Background: an optimization exercise with open tools, aiming at small area and a short achievable clock period. Do not read the settings as production practice. The RTL was checked by simulation tests, not by an equivalence proof against the original design. Power figures rest on the tool's default switching activity, not on a simulated workload.

== garnet ==
## pic_core
module pic_core(
    input            clk,
    input            rst,
    input[31:0]      irq,
    output           exi,
    output[4:0]      exi_code,
    input            mgmt_req,
    input[31:0]      mgmt_adr,
    output reg       mgmt_ack,
    input            mgmt_rwn,
    input[1:0]       mgmt_wen,
    input[31:0]      mgmt_txd,
    output reg       mgmt_rxe,
    output[31:0]     mgmt_rxd
);
For scale: roughly 4300 cells after synthesis, about 750 flip-flops, roughly 0.033 mm² of cells after synthesis.
export LEC_CHECK = 0
export ABC_AREA = 1
export CAP_MARGIN = 20
export CORE_MARGIN = 2
export CORE_UTILIZATION = 66
export CTS_BUF_LIST = sky130_fd_sc_hd__clkbuf_8 sky130_fd_sc_hd__clkbuf_16
export CTS_CLUSTER_DIAMETER = 100
export CTS_CLUSTER_SIZE = 24
export SETUP_SLACK_MARGIN = 3.2
export SLEW_MARGIN = 20
export TNS_END_PERCENT = 0
create_clock -name core_clock -period 5.0 [get_ports {clk}]
standard.sh (not shown) runs the stock make flow with config.mk's settings and CLKGATE_MAP_FILE= SYNTH_SCRIPT=/design/flow/synth_recipe.tcl, a recipe that flattens the netlist after the stock synthesis.
==> flow/flow/run.sh <==
#!/bin/bash
# The standard layout, with plain buffers on the ports instead of the
# delay cells buffer_ports picks by default. Each ORFS step also keeps its
# own log under orfs/logs; make's output is kept in flow_make.log.
set -euo pipefail
bash standard.sh BUFFER_PORTS_ARGS="-buffer_cell sky130_fd_sc_hd__buf_2" finish > flow_make.log 2>&1
--- input diff garnet..juniper ---
Settings: CORE_UTILIZATION changed from 66 to 60; SETUP_SLACK_MARGIN changed from 3.2 to 3.5; ABC_AREA removed (was 1).
==> flow/run.sh (new file) <==
#!/bin/bash
# synth_recipe.tcl (not shown) runs the flow's synth.tcl, then flattens the netlist and writes it again
# the make line also repeats each setting of config.mk as NAME=value (left out here)
make -C /OpenROAD-flow-scripts/flow DESIGN_CONFIG=/design/flow/config.mk WORK_HOME=/design/flow/orfs CLKGATE_MAP_FILE= SYNTH_SCRIPT=/design/flow/synth_recipe.tcl finish
removed: flow/flow/run.sh
removed: flow/standard.sh
Notes after the runs:
Taking garnet over juniper, the count of unique library cells instantiated by Yosys ratio works out to 0.56.
garnet reports its dominant combinational cell family by area after synthesis as simple AND/OR/NAND/NOR gates while juniper reports multiplexers.
On juniper: met3 routing resource usage after global routing is 0.80 points lower than what garnet gave.
Of the two values seen for critical path startpoint, rd_adr[1] was produced by juniper and rxd[1] by garnet.
Sequential power ended up about 2% lower on juniper than on garnet.
Sort juniper and garnet by placed cell count, descending, and garnet comes first.
Relative to garnet, the worst setup slack of juniper is lower by 0.47 ns.
#### Input delta (quartz over juniper)
Settings: ABC_AREA now 1, previously not set; SETUP_SLACK_MARGIN now 3.2, was 3.5.
==> flow/flow/run.sh (new file) <==
#!/bin/bash
# The standard layout, with plain buffers on the ports instead of the
# delay cells buffer_ports picks by default. Each ORFS step also keeps its
# own log under orfs/logs; make's output is kept in flow_make.log.
set -euo pipefail
bash standard.sh BUFFER_PORTS_ARGS="-buffer_cell sky130_fd_sc_hd__buf_2" finish > flow_make.log 2>&1
==> flow/standard.sh (new file) <==
#!/bin/bash
# synth_recipe.tcl (not shown) runs the flow's synth.tcl, then flattens the netlist and writes it again
# the make line also repeats each setting of config.mk as NAME=value (left out here)
make -C /OpenROAD-flow-scripts/flow DESIGN_CONFIG=/design/flow/config.mk WORK_HOME=/design/flow/orfs CLKGATE_MAP_FILE= SYNTH_SCRIPT=/design/flow/synth_recipe.tcl "${@:-finish}"
removed: flow/run.sh
### Flow results
In the final reports, the cell area of quartz is smaller than that of juniper.
On critical path depth, the lower figure sits with quartz, not juniper.
The lower sum of internal, switching and leakage power came out of juniper.
Relative to juniper, the placement row count of quartz is higher by about 1.2%.
juniper reports its critical path endpoint as rxd[4] while quartz reports mgmt_rxe.
Side by side, post-place setup slack turned out higher in quartz than in juniper.
quartz against juniper; die extent in x is up slightly.
Of the two values seen for most common cell after layout, fill and taps aside, dfxtp_1 was produced by juniper and nand2_1 by quartz.
Multi-input gate share of the layout cell area (higher): juniper
[inputs] willow vs quartz
Settings: SETUP_SLACK_MARGIN now 2.9, was 3.2.
==> flow/run.sh (new file) <==
#!/bin/bash
# synth_recipe.tcl (not shown) runs the flow's synth.tcl, then flattens the netlist and writes it again
# the make line also repeats each setting of config.mk as NAME=value (left out here)
make -C /OpenROAD-flow-scripts/flow DESIGN_CONFIG=/design/flow/config.mk WORK_HOME=/design/flow/orfs CLKGATE_MAP_FILE= SYNTH_SCRIPT=/design/flow/synth_recipe.tcl finish
removed: flow/flow/run.sh
removed: flow/standard.sh
[summary]
Compare willow and quartz | final setup slack of the worst path higher: quartz
Per the comparison of willow with quartz, clock share of power grew by 0.3 points, proportion of cell area occupied by registers went down, combinational power did not really move, total wire length after detailed routing saw a decrease.
In willow, critical path data required time is higher than in quartz.
Relative to quartz, routability congestion estimate from global placement increased by 0.90% in willow.
Relative to willow, the following input files were edited for nickel:
Settings: SETUP_SLACK_MARGIN: 2.9 -> 3.35.
==> results.txt <==
- willow: no failed stages, no open violations at the end
- nickel went all the way through synthesis, placement and routing and the layout is clean on timing, DRC and antenna.
- Xor and xnor fraction of the mapped netlist area came out exactly the same in willow and nickel.
- Highest layer used for signal routing: met5 -> willow, met4 -> nickel
- Via-per-instance ratio of nickel exceeds that of willow slightly.
- Diff willow -> nickel: first-iteration detailed-routing DRC count decreased by about 12% relative to the old numbers, power consumption stayed essentially flat.
Here is what was changed in the inputs of violet compared with nickel.
Settings: SETUP_SLACK_MARGIN: 3.35 -> 2.6.
--- outcome ---
Going from nickel to violet, non-clock buffer count went up by 2, share of power burned in the clock network went up by 0.4 points, total power was more or less identical, combinational cell fraction of total power went down by 0.4 points.
Of the two values seen for top metal layer carrying routed signals, met5 was produced by violet and met4 by nickel.
On cell leakage power, the lower figure sits with nickel, not violet.

---

Another version of the RTL of pic_core (not shown whole).
Size: ~2700 cells after synthesis, roughly 830 flip-flops, ~140 I/O pins.
make LEC_CHECK=0 CAP_MARGIN=20 CORE_MARGIN=2 CORE_UTILIZATION=60 CTS_BUF_LIST='sky130_fd_sc_hd__clkbuf_8 sky130_fd_sc_hd__clkbuf_16' CTS_CLUSTER_DIAMETER=100 CTS_CLUSTER_SIZE=24 SETUP_SLACK_MARGIN=3.5 SLEW_MARGIN=20 TNS_END_PERCENT=0 finish   # period 5.0 ns
run.sh (not shown) runs the stock make flow with config.mk's settings and CLKGATE_MAP_FILE= SYNTH_SCRIPT=/design/flow/synth_recipe.tcl, a recipe that flattens the netlist after the stock synthesis.
Stock flow here: none of the scripts above is used.
Rerun with:
==> flow/flow/run.sh (new file) <==
#!/bin/bash
# The standard layout, with plain buffers on the ports instead of the
# delay cells buffer_ports picks by default. Each ORFS step also keeps its
# own log under orfs/logs; make's output is kept in flow_make.log.
set -euo pipefail
bash standard.sh BUFFER_PORTS_ARGS="-buffer_cell sky130_fd_sc_hd__buf_2" finish > flow_make.log 2>&1
==> flow/standard.sh (new file) <==
#!/bin/bash
# synth_recipe.tcl (not shown) runs the flow's synth.tcl, then flattens the netlist and writes it again
# the make line also repeats each setting of config.mk as NAME=value (left out here)
make -C /OpenROAD-flow-scripts/flow DESIGN_CONFIG=/design/flow/config.mk WORK_HOME=/design/flow/orfs CLKGATE_MAP_FILE= SYNTH_SCRIPT=/design/flow/synth_recipe.tcl "${@:-finish}"
- ABC_AREA: not set -> 1
removed: flow/run.sh
Worst hold slack gets better by 0.0036 ns; total power climbs by 4.4%; sequential power is about the same; non-clock buffer count drops by 45; maximum frequency climbs by about 10%; synthesized cell count climbs by 66%; critical path depth drops by 4; final cell count climbs by about 46%; wire length climbs by about 13%; clock power is about the same; final area climbs by about 2.4%.
Rerun with:
==> flow/run.sh (new file) <==
#!/bin/bash
# synth_recipe.tcl (not shown) runs the flow's synth.tcl, then flattens the netlist and writes it again
# the make line also repeats each setting of config.mk as NAME=value (left out here)
make -C /OpenROAD-flow-scripts/flow DESIGN_CONFIG=/design/flow/config.mk WORK_HOME=/design/flow/orfs CLKGATE_MAP_FILE= SYNTH_SCRIPT=/design/flow/synth_recipe.tcl finish
- ABC_AREA: 1 -> not set
- CORE_UTILIZATION: 60 -> 70
- CTS_BUF_LIST: sky130_fd_sc_hd__clkbuf_8 sky130_fd_sc_hd__clkbuf_16 -> not set
- CTS_CLUSTER_DIAMETER: 100 -> 60
- SETUP_SLACK_MARGIN: 3.5 -> 3.4
- TNS_END_PERCENT: 0 -> not set
removed: flow/flow/run.sh
removed: flow/standard.sh
Effect: Non-clock buffer count rises by 318; global-route usage rises by 6.8 points; routed wire length rises by about 18%; total power rises by 20%; area after synthesis falls by 5.6%; clock power rises by 26%; critical path depth rises by 6.
Rerun with:
- CORE_UTILIZATION: 70 -> 60
- CTS_BUF_LIST: not set -> sky130_fd_sc_hd__clkbuf_8 sky130_fd_sc_hd__clkbuf_16
- CTS_CLUSTER_DIAMETER: 60 -> 100
- SETUP_SLACK_MARGIN: 3.4 -> 3.2
- TNS_END_PERCENT: not set -> 10
Result: Utilization is lower by 21 points; clock-buffer cell count is lower by 23; wire length is lower by about a fifth; cell area is lower by roughly a tenth; flip-flop and latch count does not change; via count is lower by roughly a tenth; hold slack loses 0.0050 ns; worst setup slack gains 0.096 ns; critical path depth is lower by 2.

---

## v57
pic_core again, from the RTL that the note above started with.
Settings: LEC_CHECK=0, ABC_AREA=1, CAP_MARGIN=20, CORE_MARGIN=2, CORE_UTILIZATION=60, CTS_BUF_LIST=sky130_fd_sc_hd__clkbuf_8 sky130_fd_sc_hd__clkbuf_16, CTS_CLUSTER_DIAMETER=100, CTS_CLUSTER_SIZE=24, SETUP_SLACK_MARGIN=3.0, SLEW_MARGIN=20, TNS_END_PERCENT=0; clock period 5.0 ns.
standard.sh (not shown) runs the stock make flow with config.mk's settings and CLKGATE_MAP_FILE= SYNTH_SCRIPT=/design/flow/synth_recipe.tcl, a recipe that flattens the netlist after the stock synthesis.
==> flow/flow/run.sh <==
#!/bin/bash
# The standard layout, with plain buffers on the ports instead of the
# delay cells buffer_ports picks by default. Each ORFS step also keeps its
# own log under orfs/logs; make's output is kept in flow_make.log.
set -euo pipefail
bash standard.sh BUFFER_PORTS_ARGS="-buffer_cell sky130_fd_sc_hd__buf_2" finish > flow_make.log 2>&1
### v57 -> v44
# v57
export LEC_CHECK = 0
export ABC_AREA = 1
export CAP_MARGIN = 20
export CORE_MARGIN = 2
export CORE_UTILIZATION = 60
export CTS_BUF_LIST = sky130_fd_sc_hd__clkbuf_8 sky130_fd_sc_hd__clkbuf_16
export CTS_CLUSTER_DIAMETER = 100
export CTS_CLUSTER_SIZE = 24
export SETUP_SLACK_MARGIN = 3.0
export SLEW_MARGIN = 20
export TNS_END_PERCENT = 0
create_clock -name core_clock -period 5.0 [get_ports {clk}]
# v44
export LEC_CHECK = 0
export ABC_AREA = 1
export CAP_MARGIN = 20
export CORE_MARGIN = 2
export CORE_UTILIZATION = 72
export CTS_BUF_LIST = sky130_fd_sc_hd__clkbuf_8 sky130_fd_sc_hd__clkbuf_16
export CTS_CLUSTER_DIAMETER = 100
export CTS_CLUSTER_SIZE = 24
export SETUP_SLACK_MARGIN = 3.5
export SLEW_MARGIN = 20
export TNS_END_PERCENT = 0
create_clock -name core_clock -period 5.0 [get_ports {clk}]
==> flow/run.sh (new file) <==
#!/bin/bash
# synth_recipe.tcl (not shown) runs the flow's synth.tcl, then flattens the netlist and writes it again
# the make line also repeats each setting of config.mk as NAME=value (left out here)
make -C /OpenROAD-flow-scripts/flow DESIGN_CONFIG=/design/flow/config.mk WORK_HOME=/design/flow/orfs CLKGATE_MAP_FILE= SYNTH_SCRIPT=/design/flow/synth_recipe.tcl finish
removed: flow/flow/run.sh
removed: flow/standard.sh
==> results.txt <==
- Cmp v57 and v44 / overall global routing resource usage / higher: v44
- Diff v57..v44 | final clock period utilization by the worst path | negligible
- As far as adder and majority cell fraction of the synthesized area goes, v44 and v57 are indistinguishable; the numbers are identical.
- Setup slack: v44 less than v57
- ~same static leakage in v57 and v44
diff inputs: v44 => v45
# v44
export LEC_CHECK = 0
export ABC_AREA = 1
export CAP_MARGIN = 20
export CORE_MARGIN = 2
export CORE_UTILIZATION = 72
export CTS_BUF_LIST = sky130_fd_sc_hd__clkbuf_8 sky130_fd_sc_hd__clkbuf_16
export CTS_CLUSTER_DIAMETER = 100
export CTS_CLUSTER_SIZE = 24
export SETUP_SLACK_MARGIN = 3.5
export SLEW_MARGIN = 20
export TNS_END_PERCENT = 0
create_clock -name core_clock -period 5.0 [get_ports {clk}]
# v45
export LEC_CHECK = 0
export CAP_MARGIN = 20
export CORE_MARGIN = 2
export CORE_UTILIZATION = 60
export CTS_BUF_LIST = sky130_fd_sc_hd__clkbuf_8 sky130_fd_sc_hd__clkbuf_16
export CTS_CLUSTER_DIAMETER = 100
export CTS_CLUSTER_SIZE = 24
export SETUP_SLACK_MARGIN = 3.5
export SLEW_MARGIN = 20
export TNS_END_PERCENT = 0
create_clock -name core_clock -period 5.0 [get_ports {clk}]
==> flow/flow/run.sh (new file) <==
#!/bin/bash
# The standard layout, with plain buffers on the ports instead of the
# delay cells buffer_ports picks by default. Each ORFS step also keeps its
# own log under orfs/logs; make's output is kept in flow_make.log.
set -euo pipefail
bash standard.sh BUFFER_PORTS_ARGS="-buffer_cell sky130_fd_sc_hd__buf_2" finish > flow_make.log 2>&1
==> flow/standard.sh (new file) <==
#!/bin/bash
# synth_recipe.tcl (not shown) runs the flow's synth.tcl, then flattens the netlist and writes it again
# the make line also repeats each setting of config.mk as NAME=value (left out here)
make -C /OpenROAD-flow-scripts/flow DESIGN_CONFIG=/design/flow/config.mk WORK_HOME=/design/flow/orfs CLKGATE_MAP_FILE= SYNTH_SCRIPT=/design/flow/synth_recipe.tcl "${@:-finish}"
removed: flow/run.sh
--- outcome ---
Power density over cell area: v45 vs v44 down 8.1 mW/mm^2
v44 → v45: area of all placed cells without fillers decreased about 3.4%, clock skew essentially unchanged.
Note that the highest clock frequency the design can meet recorded for v45 amounts to 0.920 times the value seen in v44.
Here is what was changed in the inputs of v52 compared with v45.
# v45
export LEC_CHECK = 0
export CAP_MARGIN = 20
export CORE_MARGIN = 2
export CORE_UTILIZATION = 60
export CTS_BUF_LIST = sky130_fd_sc_hd__clkbuf_8 sky130_fd_sc_hd__clkbuf_16
export CTS_CLUSTER_DIAMETER = 100
export CTS_CLUSTER_SIZE = 24
export SETUP_SLACK_MARGIN = 3.5
export SLEW_MARGIN = 20
export TNS_END_PERCENT = 0
create_clock -name core_clock -period 5.0 [get_ports {clk}]
# v52
export LEC_CHECK = 0
export ABC_AREA = 1
export CAP_MARGIN = 20
export CORE_MARGIN = 2
export CORE_UTILIZATION = 60
export CTS_BUF_LIST = sky130_fd_sc_hd__clkbuf_8 sky130_fd_sc_hd__clkbuf_16
export CTS_CLUSTER_DIAMETER = 100
export CTS_CLUSTER_SIZE = 24
export SETUP_SLACK_MARGIN = 3.5
export SLEW_MARGIN = 20
export TNS_END_PERCENT = 0
create_clock -name core_clock -period 5.0 [get_ports {clk}]
==> flow/run.sh (new file) <==
#!/bin/bash
# synth_recipe.tcl (not shown) runs the flow's synth.tcl, then flattens the netlist and writes it again
# the make line also repeats each setting of config.mk as NAME=value (left out here)
make -C /OpenROAD-flow-scripts/flow DESIGN_CONFIG=/design/flow/config.mk WORK_HOME=/design/flow/orfs CLKGATE_MAP_FILE= SYNTH_SCRIPT=/design/flow/synth_recipe.tcl finish
removed: flow/flow/run.sh
removed: flow/standard.sh
v52 gives less internal power of the cells than v45 did.
Going from v45 to v52, highest ir drop seen on vdd shrank by more than 10%.
Compared with v45, v52 shows routed via count higher by 6,672.
In v52, final setup slack of the worst path is higher than in v45.
The estimated power of v52 ends up higher than the estimate for v45.
| worst-case headroom to the max-slew limit | v52 vs v45 | better |
What v4 does differently from v52 at the input level:
# v52
export LEC_CHECK = 0
export ABC_AREA = 1
export CAP_MARGIN = 20
export CORE_MARGIN = 2
export CORE_UTILIZATION = 60
export CTS_BUF_LIST = sky130_fd_sc_hd__clkbuf_8 sky130_fd_sc_hd__clkbuf_16
export CTS_CLUSTER_DIAMETER = 100
export CTS_CLUSTER_SIZE = 24
export SETUP_SLACK_MARGIN = 3.5
export SLEW_MARGIN = 20
export TNS_END_PERCENT = 0
create_clock -name core_clock -period 5.0 [get_ports {clk}]
# v4
export LEC_CHECK = 0
export ABC_CLOCK_PERIOD_IN_PS = 1800
export CAP_MARGIN = 20
export CORE_MARGIN = 2
export CORE_UTILIZATION = 60
export SETUP_SLACK_MARGIN = 3.2
export SLEW_MARGIN = 20
create_clock -name core_clock -period 5.0 [get_ports {clk}]
### Flow results
Run comparison: v52 critical path class register to output port; v4 critical path class register to register. [compare] base=v52 new=v4: vertical die dimension has decreased, multi-input combinational area share went down 0.63 points, mean number of vias per cell now sits higher, count of clock-buffer cells in the layout climbed 86. Comparing v4 against v52, there is no change at all in worst hold path stage count.
#### Input delta (v54 over v4)
# v4
export LEC_CHECK = 0
export ABC_CLOCK_PERIOD_IN_PS = 1800
export CAP_MARGIN = 20
export CORE_MARGIN = 2
export CORE_UTILIZATION = 60
export SETUP_SLACK_MARGIN = 3.2
export SLEW_MARGIN = 20
create_clock -name core_clock -period 5.0 [get_ports {clk}]
# v54
export LEC_CHECK = 0
export CAP_MARGIN = 20
export CORE_MARGIN = 2
export CORE_UTILIZATION = 60
export CTS_BUF_LIST = sky130_fd_sc_hd__clkbuf_8 sky130_fd_sc_hd__clkbuf_16
export CTS_CLUSTER_DIAMETER = 100
export CTS_CLUSTER_SIZE = 24
export SETUP_SLACK_MARGIN = 3.5
export SLEW_MARGIN = 20
export TNS_END_PERCENT = 3
create_clock -name core_clock -period 5.0 [get_ports {clk}]
### Flow results
Changes observed in v54 relative to v4: first-pass GRT wire length lost 8400 um, via count of the first global-routing pass lost 6.9%. Delta (v54 minus v4): share of the final layout cell area in sequential cells went up; number of enable flip-flop cells after synthesis ~0 delta.

==> static timing again, ports no longer ideal <==
How much do the figures lean on ideal ports? The routed layouts below were timed once more, with nothing changed but the port constraints. Step 1: set_driving_cell puts a clkbuf_16 on clk and a buf_2 on each other input, an assumption about the parent block. Step 2, shift: input delay + t, output delay - t, t = (earliest + latest rising clock arrival at the registers) / 2. This alone moves slack from input paths to output paths. a / b / c = no drivers / after step 1 / after step 2; a / b = the first two.
run | shift t [ns] | setup slack, ns | worst setup path after step 2 | pins driven straight from the clock port
garnet | 0.645 | 2.890 / 2.829 / 2.922 | input to register | 1
juniper | 0.645 | 2.424 / 2.424 / 2.382 | input to register | 1
quartz | 0.649 | 2.905 / 2.847 / 2.909 | input to register | 1
willow | 0.643 | 2.745 / 2.745 / 2.574 | input to register | 1
nickel | 0.645 | 2.890 / 2.827 / 2.681 | input to register | 1
violet | 0.643 | 2.426 / 2.368 / 2.575 | input to register | 1
the first run of note 2 | 0.649 | 2.682 / 2.682 / 2.556 | input to register | 1
the second run of note 2 | 0.661 | 2.885 / 2.821 / 2.919 | register to register | 1
the third run of note 2 | 0.684 | 2.595 / 2.595 / 2.595 | register to register | 1
the fourth run of note 2 | 0.648 | 2.692 / 2.692 / 2.562 | input to register | 1
v57 | 0.663 | 2.885 / 2.820 / 2.915 | register to register | 1
v44 | 0.662 | 2.878 / 2.812 / 2.491 | input to register | 1
v45 | 0.646 | 2.694 / 2.694 / 2.694 | register to register | 1
v52 | 0.657 | 2.913 / 2.851 / 2.462 | input to register | 1
v4 | 0.689 | 2.784 / 2.784 / 2.592 | input to register | 1
v54 | 0.646 | 2.676 / 2.676 / 2.560 | input to register | 1
After both steps every run listed still meets setup and hold. The setup slack of v52, which loses most, moves by -0.062 ns with the drivers and by -0.451 ns with both steps.
